Background: an optimization exercise with open tools, aiming at small area. Do not read the settings as production practice.
Only simulation tests tie the RTL to the original design; equivalence was not proved.

==> branch pepper: inputs <==
==> flow/design.v (excerpt) <==
module riscv_kernel #(
    parameter AddressWidth_imem = 32'd6,
    parameter AddressWidth_dmem = 32'd5,
    parameter imem_size = 32'd40,
    parameter DataWidth = 32'd32
) (
    input ap_clk,
    input ap_rst,
    input ap_start,
    output ap_done,
    output ap_idle,
    output [AddressWidth_imem-1:0] imem_address0,
    output imem_ce0,
    input [DataWidth-1:0] imem_q0,
    output [AddressWidth_dmem-1:0] dmem_address0,
    output dmem_ce0,
    output dmem_we0,
    output [DataWidth-1:0] dmem_d0,
    output [63:0] dmem_vecd,
    input [DataWidth-1:0] dmem_q0,
    input [63:0] dmem_vecq,
    output dmem_vec_en
);
  wire clk = ap_clk;
  wire rst = ap_rst;
  reg        started;
  reg        idle_r;
  reg [31:0] pc;
  reg        vD;
  reg [31:2] instD;
  reg        vE;
  reg [31:2] instE;
  reg [31:0] tE;         
  reg [63:0] vecE;
  reg        wrM;        
  reg        loadM, storeM, vstoreM, vloadM;
  reg [ 2:0] f3M;
  reg [ 4:0] rdM;
  reg [31:0] aluM;
  reg [63:0] dataM;
  reg [31:0] rf[1:31];
  reg [31:0] vr[0:3];
  wire [4:0] opD  = instD[6:2];
  wire [4:0] rs1D = instD[19:15];
  wire [4:0] rs2D = instD[24:20];
  wire jalD = vD & (opD == 5'b11011);
  wire [31:0] immJ = {{12{instD[31]}}, instD[19:12], instD[20], instD[30:21], 1'b0};
  wire [31:0] pcD = pc - 32'd4;
  wire isLuiD   = opD == 5'b01101;
  wire isAuipcD = opD == 5'b00101;
  wire isBrD    = opD == 5'b11000;
  wire isLinkD  = opD[4] & opD[0];           
  wire [31:0] immBD = {{20{instD[31]}}, instD[7], instD[30:25], instD[11:8], 1'b0};
  wire [31:0] immUD = {instD[31:12], 12'b0};
  wire [31:0] tgtD = (isLuiD ? 32'b0 : pcD) +
                     ((isLuiD | isAuipcD) ? immUD : isBrD ? immBD : immJ);
  wire [1:0] vrs0D = rs2D[1:0];
  wire [1:0] vrs1D = rs2D[1:0] + 2'd1;
  wire [1:0] vwa0 = rdM[1:0];
  wire [1:0] vwa1 = rdM[1:0] + 2'd1;
  wire [4:0] opE  = instE[6:2];
  wire [2:0] f3E  = instE[14:12];
  wire [4:0] rdE  = instE[11:7];
  wire [4:0] rs1E = instE[19:15];
  wire [4:0] rs2E = instE[24:20];
  wire isLoadE   = opE == 5'b00000;
  wire isOpImmE  = opE == 5'b00100;
  ...
export LEC_CHECK = 0
export CAP_MARGIN = 20
export CORE_MARGIN = 2
export CORE_UTILIZATION = 40
export SLEW_MARGIN = 20
create_clock -name core_clock -period 15.0 [get_ports {ap_clk}]
run.sh (not shown) runs the stock make flow with config.mk's settings and CLKGATE_MAP_FILE= SYNTH_SCRIPT=/design/flow/synth_recipe.tcl, a recipe that flattens the netlist after the stock synthesis.
==> inputs of branch violet, as changes to branch pepper <==
--- a/flow/design.v
+++ b/flow/design.v
@@ -1513,40 +1513,66 @@
   reg [31:0] pc;
   reg        vD;
   reg [31:2] instD;
   reg        vE;
   reg [31:2] instE;
   reg [31:0] tE;         
   reg [63:0] vecE;
+  reg [31:1] sel1E, sel2E;    
   reg        wrM;        
   reg        loadM, storeM, vstoreM, vloadM;
   reg [ 2:0] f3M;
   reg [ 4:0] rdM;
   reg [31:0] aluM;
   reg [63:0] dataM;
   reg [31:0] rf[1:31];
   reg [31:0] vr[0:3];
+  function [31:0] bkadd(input [31:0] a, input [31:0] b, input ci);
+    reg [31:0] g, p, gg, pp;
+    integer i, l;
+    begin
+      p = a ^ b;
+      g = (a & b);
+      g[0] = g[0] | (p[0] & ci);
+      gg = g; pp = p;
+      for (l = 1; l < 32; l = l * 2)
+        for (i = 2*l-1; i < 32; i = i + 2*l) begin
+          gg[i] = gg[i] | (pp[i] & gg[i-l]);
+          pp[i] = pp[i] & pp[i-l];
+        end
+      for (l = 8; l >= 1; l = l / 2)
+        for (i = 3*l-1; i < 32; i = i + 2*l) begin
+          gg[i] = gg[i] | (pp[i] & gg[i-l]);
+          pp[i] = pp[i] & pp[i-l];
+        end
+      bkadd = p ^ {gg[30:0], ci};
+    end
+  endfunction
   wire [4:0] opD  = instD[6:2];
   wire [4:0] rs1D = instD[19:15];
   wire [4:0] rs2D = instD[24:20];
   wire jalD = vD & (opD == 5'b11011);
   wire [31:0] immJ = {{12{instD[31]}}, instD[19:12], instD[20], instD[30:21], 1'b0};
   wire [31:0] pcD = pc - 32'd4;
   wire isLuiD   = opD == 5'b01101;
   wire isAuipcD = opD == 5'b00101;
   wire isBrD    = opD == 5'b11000;
   wire isLinkD  = opD[4] & opD[0];           
   wire [31:0] immBD = {{20{instD[31]}}, instD[7], instD[30:25], instD[11:8], 1'b0};
   wire [31:0] immUD = {instD[31:12], 12'b0};
-  wire [31:0] tgtD = (isLuiD ? 32'b0 : pcD) +
-                     ((isLuiD | isAuipcD) ? immUD : isBrD ? immBD : immJ);
+  wire [31:0] tgtD = bkadd(isLuiD ? 32'b0 : pcD,
+                           (isLuiD | isAuipcD) ? immUD : isBrD ? immBD : immJ, 1'b0);
   wire [1:0] vrs0D = rs2D[1:0];
   wire [1:0] vrs1D = rs2D[1:0] + 2'd1;
   wire [1:0] vwa0 = rdM[1:0];
   wire [1:0] vwa1 = rdM[1:0] + 2'd1;
+  function [31:1] dec5(input [4:0] a);
+    integer j;
+    for (j = 1; j < 32; j = j + 1) dec5[j] = (a == j);
+  endfunction
   wire [4:0] opE  = instE[6:2];
   wire [2:0] f3E  = instE[14:12];
   wire [4:0] rdE  = instE[11:7];
   wire [4:0] rs1E = instE[19:15];
   wire [4:0] rs2E = instE[24:20];
   wire isLoadE   = opE == 5'b00000;
   wire isOpImmE  = opE == 5'b00100;
@@ -1579,16 +1605,16 @@
   endgenerate
   reg [31:0] rd1, rd2;
   integer k;
   always @(*) begin
     rd1 = 32'b0;
     rd2 = 32'b0;
     for (k = 1; k < 32; k = k + 1) begin
-      rd1 = rd1 | (rflat[k*32 +: 32] & {32{rs1E == k}});
-      rd2 = rd2 | (rflat[k*32 +: 32] & {32{rs2E == k}});
+      rd1 = rd1 | (rflat[k*32 +: 32] & {32{sel1E[k]}});
+      rd2 = rd2 | (rflat[k*32 +: 32] & {32{sel2E[k]}});
     end
   end
   wire fwd1 = wrM & (rdM == rs1E);
   wire fwd2 = wrM & (rdM == rs2E);
   wire [31:0] opA = fwd1 ? aluM : rd1;
   wire [31:0] opB = fwd2 ? aluM : rd2;
   wire [31:0] op1 = opA;
@@ -1690,14 +1716,16 @@
       else if (jalD) pc <= tgtD;
       else pc <= pc + 32'd4;
     end
     if (!hold) instD <= imem_q0[31:2];
     if (rst) vD <= 1'b0;
     else if (!hold) vD <= ~(branchE | jalrE | jalD);
     instE <= instD;
+    sel1E <= dec5(rs1D);
+    sel2E <= dec5(rs2D);
     tE    <= isLinkD ? pc : tgtD;
     vecE  <= {vr[vrs1D], vr[vrs0D]};
     vE    <= ~rst & vD & ~hold & ~branchE & ~jalrE;
     aluM    <= resE;
     dataM   <= {vecE[63:32], isVecE ? vecE[31:0] : opB};
     rdM     <= rdE;
     f3M     <= f3E;
==> flow/flow/run.sh (new file) <==
#!/bin/bash
set -euo pipefail
export BUFFER_PORTS_ARGS="-buffer_cell sky130_fd_sc_hd__buf_1"
bash standard.sh > standard.log 2>&1
==> flow/standard.sh (new file) <==
#!/bin/bash
# synth_recipe.tcl (not shown) runs the flow's synth.tcl, then flattens the netlist and writes it again
# the make line also repeats each setting of config.mk as NAME=value (left out here)
make -C /OpenROAD-flow-scripts/flow DESIGN_CONFIG=/design/flow/config.mk WORK_HOME=/design/flow/orfs CLKGATE_MAP_FILE= SYNTH_SCRIPT=/design/flow/synth_recipe.tcl "${@:-finish}"
==> flow/config.mk (replaced) <==
export PLATFORM = sky130hd
export DESIGN_NAME = riscv_kernel
export DESIGN_NICKNAME = riscv_kernel
export VERILOG_FILES = /design/flow/design.v
export SDC_FILE = /design/flow/constraint.sdc
export NUM_CORES = 4
export LEC_CHECK = 0
export CAP_MARGIN = 20
export CORE_MARGIN = 2
export CORE_UTILIZATION = 55
export CTS_CLUSTER_DIAMETER = 140
export CTS_CLUSTER_SIZE = 25
export SLEW_MARGIN = 20
export SYNTH_HIERARCHICAL = 1
removed: flow/run.sh
==> inputs of branch zinc, as changes to branch pepper <==
--- a/flow/design.v
+++ b/flow/design.v
@@ -1513,40 +1513,66 @@
   reg [31:0] pc;
   reg        vD;
   reg [31:2] instD;
   reg        vE;
   reg [31:2] instE;
   reg [31:0] tE;         
   reg [63:0] vecE;
+  reg [31:1] sel1E, sel2E;    
   reg        wrM;        
   reg        loadM, storeM, vstoreM, vloadM;
   reg [ 2:0] f3M;
   reg [ 4:0] rdM;
   reg [31:0] aluM;
   reg [63:0] dataM;
   reg [31:0] rf[1:31];
   reg [31:0] vr[0:3];
+  function [31:0] bkadd(input [31:0] a, input [31:0] b, input ci);
+    reg [31:0] g, p, gg, pp;
+    integer i, l;
+    begin
+      p = a ^ b;
+      g = (a & b);
+      g[0] = g[0] | (p[0] & ci);
+      gg = g; pp = p;
+      for (l = 1; l < 32; l = l * 2)
+        for (i = 2*l-1; i < 32; i = i + 2*l) begin
+          gg[i] = gg[i] | (pp[i] & gg[i-l]);
+          pp[i] = pp[i] & pp[i-l];
+        end
+      for (l = 8; l >= 1; l = l / 2)
+        for (i = 3*l-1; i < 32; i = i + 2*l) begin
+          gg[i] = gg[i] | (pp[i] & gg[i-l]);
+          pp[i] = pp[i] & pp[i-l];
+        end
+      bkadd = p ^ {gg[30:0], ci};
+    end
+  endfunction
   wire [4:0] opD  = instD[6:2];
   wire [4:0] rs1D = instD[19:15];
   wire [4:0] rs2D = instD[24:20];
   wire jalD = vD & (opD == 5'b11011);
   wire [31:0] immJ = {{12{instD[31]}}, instD[19:12], instD[20], instD[30:21], 1'b0};
   wire [31:0] pcD = pc - 32'd4;
   wire isLuiD   = opD == 5'b01101;
   wire isAuipcD = opD == 5'b00101;
   wire isBrD    = opD == 5'b11000;
   wire isLinkD  = opD[4] & opD[0];           
   wire [31:0] immBD = {{20{instD[31]}}, instD[7], instD[30:25], instD[11:8], 1'b0};
   wire [31:0] immUD = {instD[31:12], 12'b0};
-  wire [31:0] tgtD = (isLuiD ? 32'b0 : pcD) +
-                     ((isLuiD | isAuipcD) ? immUD : isBrD ? immBD : immJ);
+  wire [31:0] tgtD = bkadd(isLuiD ? 32'b0 : pcD,
+                           (isLuiD | isAuipcD) ? immUD : isBrD ? immBD : immJ, 1'b0);
   wire [1:0] vrs0D = rs2D[1:0];
   wire [1:0] vrs1D = rs2D[1:0] + 2'd1;
   wire [1:0] vwa0 = rdM[1:0];
   wire [1:0] vwa1 = rdM[1:0] + 2'd1;
+  function [31:1] dec5(input [4:0] a);
+    integer j;
+    for (j = 1; j < 32; j = j + 1) dec5[j] = (a == j);
+  endfunction
   wire [4:0] opE  = instE[6:2];
   wire [2:0] f3E  = instE[14:12];
   wire [4:0] rdE  = instE[11:7];
   wire [4:0] rs1E = instE[19:15];
   wire [4:0] rs2E = instE[24:20];
   wire isLoadE   = opE == 5'b00000;
   wire isOpImmE  = opE == 5'b00100;
@@ -1579,16 +1605,16 @@
   endgenerate
   reg [31:0] rd1, rd2;
   integer k;
   always @(*) begin
     rd1 = 32'b0;
     rd2 = 32'b0;
     for (k = 1; k < 32; k = k + 1) begin
-      rd1 = rd1 | (rflat[k*32 +: 32] & {32{rs1E == k}});
-      rd2 = rd2 | (rflat[k*32 +: 32] & {32{rs2E == k}});
+      rd1 = rd1 | (rflat[k*32 +: 32] & {32{sel1E[k]}});
+      rd2 = rd2 | (rflat[k*32 +: 32] & {32{sel2E[k]}});
     end
   end
   wire fwd1 = wrM & (rdM == rs1E);
   wire fwd2 = wrM & (rdM == rs2E);
   wire [31:0] opA = fwd1 ? aluM : rd1;
   wire [31:0] opB = fwd2 ? aluM : rd2;
   wire [31:0] op1 = opA;
@@ -1690,14 +1716,16 @@
       else if (jalD) pc <= tgtD;
       else pc <= pc + 32'd4;
     end
     if (!hold) instD <= imem_q0[31:2];
     if (rst) vD <= 1'b0;
     else if (!hold) vD <= ~(branchE | jalrE | jalD);
     instE <= instD;
+    sel1E <= dec5(rs1D);
+    sel2E <= dec5(rs2D);
     tE    <= isLinkD ? pc : tgtD;
     vecE  <= {vr[vrs1D], vr[vrs0D]};
     vE    <= ~rst & vD & ~hold & ~branchE & ~jalrE;
     aluM    <= resE;
     dataM   <= {vecE[63:32], isVecE ? vecE[31:0] : opB};
     rdM     <= rdE;
     f3M     <= f3E;
--- a/flow/config.mk
+++ b/flow/config.mk
@@ -4,8 +4,11 @@
 export VERILOG_FILES = /design/flow/design.v
 export SDC_FILE = /design/flow/constraint.sdc
 export NUM_CORES = 4
 export LEC_CHECK = 0
 export CAP_MARGIN = 20
 export CORE_MARGIN = 2
 export CORE_UTILIZATION = 40
+export CTS_CLUSTER_DIAMETER = 100
+export CTS_CLUSTER_SIZE = 20
 export SLEW_MARGIN = 20
+export SYNTH_HIERARCHICAL = 1
==> reports/results.ini <==
[worst_setup_path]
cpPeakStageDelay_ns=1.18

[pwr]
p_seq_uw=5720

[timing]
worstMarginPinSlew_ns=1.286

[finish]
finish.instance_area_um2=91340
multi_input_cells=5296
inv_count=370

[grt]
grt_pass1_wl_um=535600

[logic_synthesis]
ys_warn_count=9

[outcome]
status=timing/DRC/antenna clean

[end of results for branch violet]
==> reports/results.ini <==
[outcome]
status=timing/DRC/antenna clean

[finish]
n_clock_buffer=141
multi_input_cells=5296
layout_commonest_cell=edfxtp_1
inv_count=370

[pwr]
p_seq_uw=5730

[grt]
top_usage_layer=met2
grt_pass1_wl_um=546200

[worst_setup_path]
cpPeakStageDelay_ns=0.74

[end of results for branch zinc]
==> reports/results.ini <==
[outcome]
status=timing/DRC/antenna clean

[timing]
worstMarginPinSlew_ns=1.338

[logic_synthesis]
ys_warn_count=3

[finish]
inv_count=535
finish.instance_area_um2=98300

[pwr]
p_seq_uw=5610

[worst_setup_path]
cpPeakStageDelay_ns=0.77
r2r-start=instE[20]$_DFF_P_

[grt]
grt_pass1_wl_um=575000

[end of results for branch pepper]

what the ideal ports hide:
The results above use ideal ports. As a check the final layouts listed here were re-extracted and re-timed, cells and wires unchanged.
Step 1 assumes that a clkbuf_16 drives the clock port and a buf_2 every other input.
Step 2, shift: input delay + t, output delay - t, t = (earliest + latest rising clock arrival at the registers) / 2. This alone moves slack from input paths to output paths.
a / b / c = ideal / step 1 / step 2; a / b = the first two.
run	t (ns)	slack for setup (ns)	worst setup path at the end	clock arrival spread, ns	worst register clock-pin slew, ns
branch pepper	0.889	1.043 / 1.043 / 1.043	register to register	0.085 / 0.085	0.07 / 0.07
branch violet	0.825	1.176 / 1.176 / 1.176	register to register	0.040 / 0.039	0.11 / 0.11
branch zinc	0.872	1.476 / 1.476 / 1.476	register to register	0.070 / 0.070	0.09 / 0.09
After both steps every run listed still meets setup and hold.
